What follows belongs to an exercise in optimizing a design on an open flow for small area; a production flow would make more cautious choices.
Only simulation tests tie the RTL to the original design; equivalence was not proved.
Power is estimated from default activity; no workload was simulated.

// VM
module VM(i_clk, i_rst_n, i_buy, i_product, i_money,
          o_busy, o_no_change, o_not_enough, o_other_product,
          o_change, o_strobe_ch, o_product, o_strobe_pr, o_empty);
Size in the first run: roughly 1000 cells after synthesis, about 50 I/O pins, about 10000 um^2 of cells after synthesis.
export LEC_CHECK = 0
export CAP_MARGIN = 20
export CORE_MARGIN = 2
export CORE_UTILIZATION = 75
export SLEW_MARGIN = 20
create_clock -name core_clock -period 8.0 [get_ports {i_clk}]
standard.sh (not shown) runs the stock make flow with config.mk's settings and CLKGATE_MAP_FILE= SYNTH_SCRIPT=/design/flow/synth_recipe.tcl, a recipe that flattens the netlist after the stock synthesis.
==> flow/flow/run.sh <==
#!/bin/bash
set -euo pipefail
W=$(cd "$(dirname "$0")/.." && pwd)
mkdir -p "$W/own"

# synthesis script: ORFS's synth.tcl with the ABC script swapped
sed "s|log_cmd abc {\*}\$abc_args|log_cmd abc -script $W/flow/abc.script {*}[lrange \$abc_args 2 end]|" \
  "$FLOW_HOME/scripts/synth.tcl" > "$W/own/synth.tcl"
grep -q "abc -script $W/flow/abc.script" "$W/own/synth.tcl"
sed "s|source \$::env(SCRIPTS_DIR)/synth.tcl|source $W/own/synth.tcl|" \
  "$W/synth_recipe.tcl" > "$W/own/synth_recipe.tcl"
grep -q "source $W/own/synth.tcl" "$W/own/synth_recipe.tcl"
sed "s|SYNTH_SCRIPT=[^ ]*|SYNTH_SCRIPT=$W/own/synth_recipe.tcl|" "$W/standard.sh" > "$W/own/standard.sh"
grep -q "SYNTH_SCRIPT=$W/own/synth_recipe.tcl" "$W/own/standard.sh"

cd "$W"
bash "$W/own/standard.sh" \
  "BUFFER_PORTS_ARGS=-buffer_cell sky130_fd_sc_hd__buf_2" \
  "CTS_ARGS=-sink_clustering_enable -repair_clock_nets -sink_clustering_size 20 -sink_clustering_max_diameter 60 -buf_list sky130_fd_sc_hd__clkbuf_8 -dont_use_dummy_load" \
  RECOVER_POWER=100 \
  finish > "$W/flow.log" 2>&1
test -s "$W/out/final.def"
==> flow/flow/abc.script <==
strash
&get -n
&st
&dch
&nf -p
&put
topo
The first run reached the layout checks and failed them: max-capacitance violations, max-slew violations.
Rerun with:
--- a/flow/flow/run.sh
+++ b/flow/flow/run.sh
@@ -19,2 +19 @@
-  "CTS_ARGS=-sink_clustering_enable -repair_clock_nets -sink_clustering_size 20 -sink_clustering_max_diameter 60 -buf_list sky130_fd_sc_hd__clkbuf_8 -dont_use_dummy_load" \
-  RECOVER_POWER=100 \
+  "CTS_ARGS=-sink_clustering_enable -repair_clock_nets -sink_clustering_size 20 -sink_clustering_max_diameter 50 -buf_list sky130_fd_sc_hd__clkbuf_8 -dont_use_dummy_load" \
Settings changed: CORE_UTILIZATION 75 to 60.
This time the run completed with no timing, DRC or antenna violations.
Sequential power hardly moves.
Routed wire length went up by 4.9%.
Non-clock buffer count went up by 9.

---

== run A ==
VM, a different RTL version from the one above (not shown whole).
For scale: ~1000 cells after synthesis, roughly 210 flip-flops, ~50 I/O pins, roughly 10000 um2 of cells after synthesis.
Settings: LEC_CHECK=0, CAP_MARGIN=20, CORE_MARGIN=2, CORE_UTILIZATION=75, SLEW_MARGIN=20; clock period 8.0 ns.
==> flow/flow/run.sh <==
#!/bin/bash
set -euo pipefail
W=$(cd "$(dirname "$0")/.." && pwd)
mkdir -p "$W/own"

# synthesis script: ORFS's synth.tcl with the ABC script swapped
sed "s|log_cmd abc {\*}\$abc_args|log_cmd abc -script $W/flow/abc.script {*}[lrange \$abc_args 2 end]|" \
  "$FLOW_HOME/scripts/synth.tcl" > "$W/own/synth.tcl"
grep -q "abc -script $W/flow/abc.script" "$W/own/synth.tcl"
sed "s|source \$::env(SCRIPTS_DIR)/synth.tcl|source $W/own/synth.tcl|" \
  "$W/synth_recipe.tcl" > "$W/own/synth_recipe.tcl"
grep -q "source $W/own/synth.tcl" "$W/own/synth_recipe.tcl"
sed "s|SYNTH_SCRIPT=[^ ]*|SYNTH_SCRIPT=$W/own/synth_recipe.tcl|" "$W/standard.sh" > "$W/own/standard.sh"
grep -q "SYNTH_SCRIPT=$W/own/synth_recipe.tcl" "$W/own/standard.sh"

cd "$W"
bash "$W/own/standard.sh" \
  "BUFFER_PORTS_ARGS=-buffer_cell sky130_fd_sc_hd__buf_2" \
  "CTS_ARGS=-sink_clustering_enable -repair_clock_nets -sink_clustering_size 16 -sink_clustering_max_diameter 60 -buf_list sky130_fd_sc_hd__clkbuf_8 -dont_use_dummy_load" \
  RECOVER_POWER=100 \
  "POST_GLOBAL_ROUTE_TCL=$W/flow/post_grt.tcl" \
  finish > "$W/flow.log" 2>&1
test -s "$W/out/final.def"
==> flow/flow/post_grt.tcl <==
# After the power recovery: repair the slew and capacitance violations it left,
# then setup timing, each followed by legalization and incremental routing.
global_route -start_incremental
repair_design_helper
detailed_placement
global_route -end_incremental
estimate_parasitics -global_routing
global_route -start_incremental
repair_timing_helper
detailed_placement
global_route -end_incremental
estimate_parasitics -global_routing
Scripts as last shown in full above: flow/flow/abc.script
Run A did not stop at any stage, and its layout met the timing, DRC and antenna checks.
> inputs changed (run A -> run B)
diff --git a/flow/flow/run.sh b/flow/flow/run.sh
--- a/flow/flow/run.sh
+++ b/flow/flow/run.sh
@@ -18,5 +18,3 @@
   "BUFFER_PORTS_ARGS=-buffer_cell sky130_fd_sc_hd__buf_2" \
-  "CTS_ARGS=-sink_clustering_enable -repair_clock_nets -sink_clustering_size 16 -sink_clustering_max_diameter 60 -buf_list sky130_fd_sc_hd__clkbuf_8 -dont_use_dummy_load" \
-  RECOVER_POWER=100 \
-  "POST_GLOBAL_ROUTE_TCL=$W/flow/post_grt.tcl" \
+  "CTS_ARGS=-sink_clustering_enable -repair_clock_nets -sink_clustering_size 20 -sink_clustering_max_diameter 60 -buf_list sky130_fd_sc_hd__clkbuf_8 -dont_use_dummy_load" \
   finish > "$W/flow.log" 2>&1
removed: flow/flow/post_grt.tcl
--- outcome ---
Every stage of the flow completed for run B, and the final layout passed the timing, DRC and antenna checks.
As far as via count is concerned, run B and run A perform about the same.
There was hardly any difference in final core utilization between run A and run B.
Summary — wire length of the first global-routing pass, run B relative to run A: lower, by about 0.3%.
Comparing run B with run A, the area added between synthesis and finish came out essentially unchanged.
[compare] base=run A new=run B: via count of the first global-routing pass moved down, post-layout minimum cycle time shows an increase of 50 ps, final standard cell area without fillers was more or less identical, maximum frequency went down 0.84 MHz, number of search-and-repair iterations in the first detailed-routing pass down 2.
Net switching share of the total power: run B vs run A — no meaningful difference
Net count reported at finish across run A and run B: no real change.
Setup changes, run B to run C
diff --git a/flow/flow/run.sh b/flow/flow/run.sh
--- a/flow/flow/run.sh
+++ b/flow/flow/run.sh
@@ -19,2 +19,4 @@
   "CTS_ARGS=-sink_clustering_enable -repair_clock_nets -sink_clustering_size 20 -sink_clustering_max_diameter 60 -buf_list sky130_fd_sc_hd__clkbuf_8 -dont_use_dummy_load" \
+  RECOVER_POWER=100 \
+  "POST_GLOBAL_ROUTE_TCL=$W/flow/post_grt.tcl" \
   finish > "$W/flow.log" 2>&1
==> flow/flow/post_grt.tcl (new file) <==
# After the power recovery: repair the slew and capacitance violations it left,
# then setup timing, each followed by legalization and incremental routing.
global_route -start_incremental
repair_design_helper
detailed_placement
global_route -end_incremental
estimate_parasitics -global_routing
global_route -start_incremental
repair_timing_helper
detailed_placement
global_route -end_incremental
estimate_parasitics -global_routing
==> run notes <==
Share of the core filled with cells in the final layout delta for run C relative to run B: 0.16 points lower. Cmp run C and run B / fraction of the cycle the final worst path needs / higher: run B. Sequential share of cell area: run B vs run C — no meaningful difference. Run C has final worst hold slack below what run B had. ~same source-to-sink clock delay at the later pin of the worst-skew pair in run C and run B. Taking run B as the reference, in run C fraction of power spent switching nets now sits higher; summed area of non-filler cells in the final layout now sits at about the same level.

-- static timing again, ports no longer ideal --
The flow's constraints put no driver on any port. The routed layouts listed below were extracted and timed again, unchanged, in two steps.
Step 1 sets driving cells, clkbuf_16 on the clock port and buf_2 on the other inputs (assumed; they add their load-dependent delay and slew).
Step 2, shift: input delay + t, output delay - t, t = (earliest + latest rising clock arrival at the registers) / 2. This alone moves slack from input paths to output paths.
a / b / c = no drivers / after step 1 / after step 2; a / b = the first two.
run | shift t [ns] | setup WS [ns] | worst slew at a driven data input, ns | cell pins on the clock port's net
the first run of note 1 | 0.525 | 0.372 / 0.390 / -0.135 | 0.03 | 1
the second run of note 1 | 0.556 | 0.356 / 0.377 / -0.179 | 0.04 | 1
run A | 0.530 | 0.304 / 0.324 / -0.207 | 0.03 | 1
run B | 0.530 | 0.254 / 0.275 / -0.255 | 0.04 | 1
run C | 0.534 | 0.275 / 0.296 / -0.238 | 0.03 | 1
The setup slack of the second run of note 1, which loses most, moves by +0.021 ns with the drivers and by -0.535 ns with both steps.
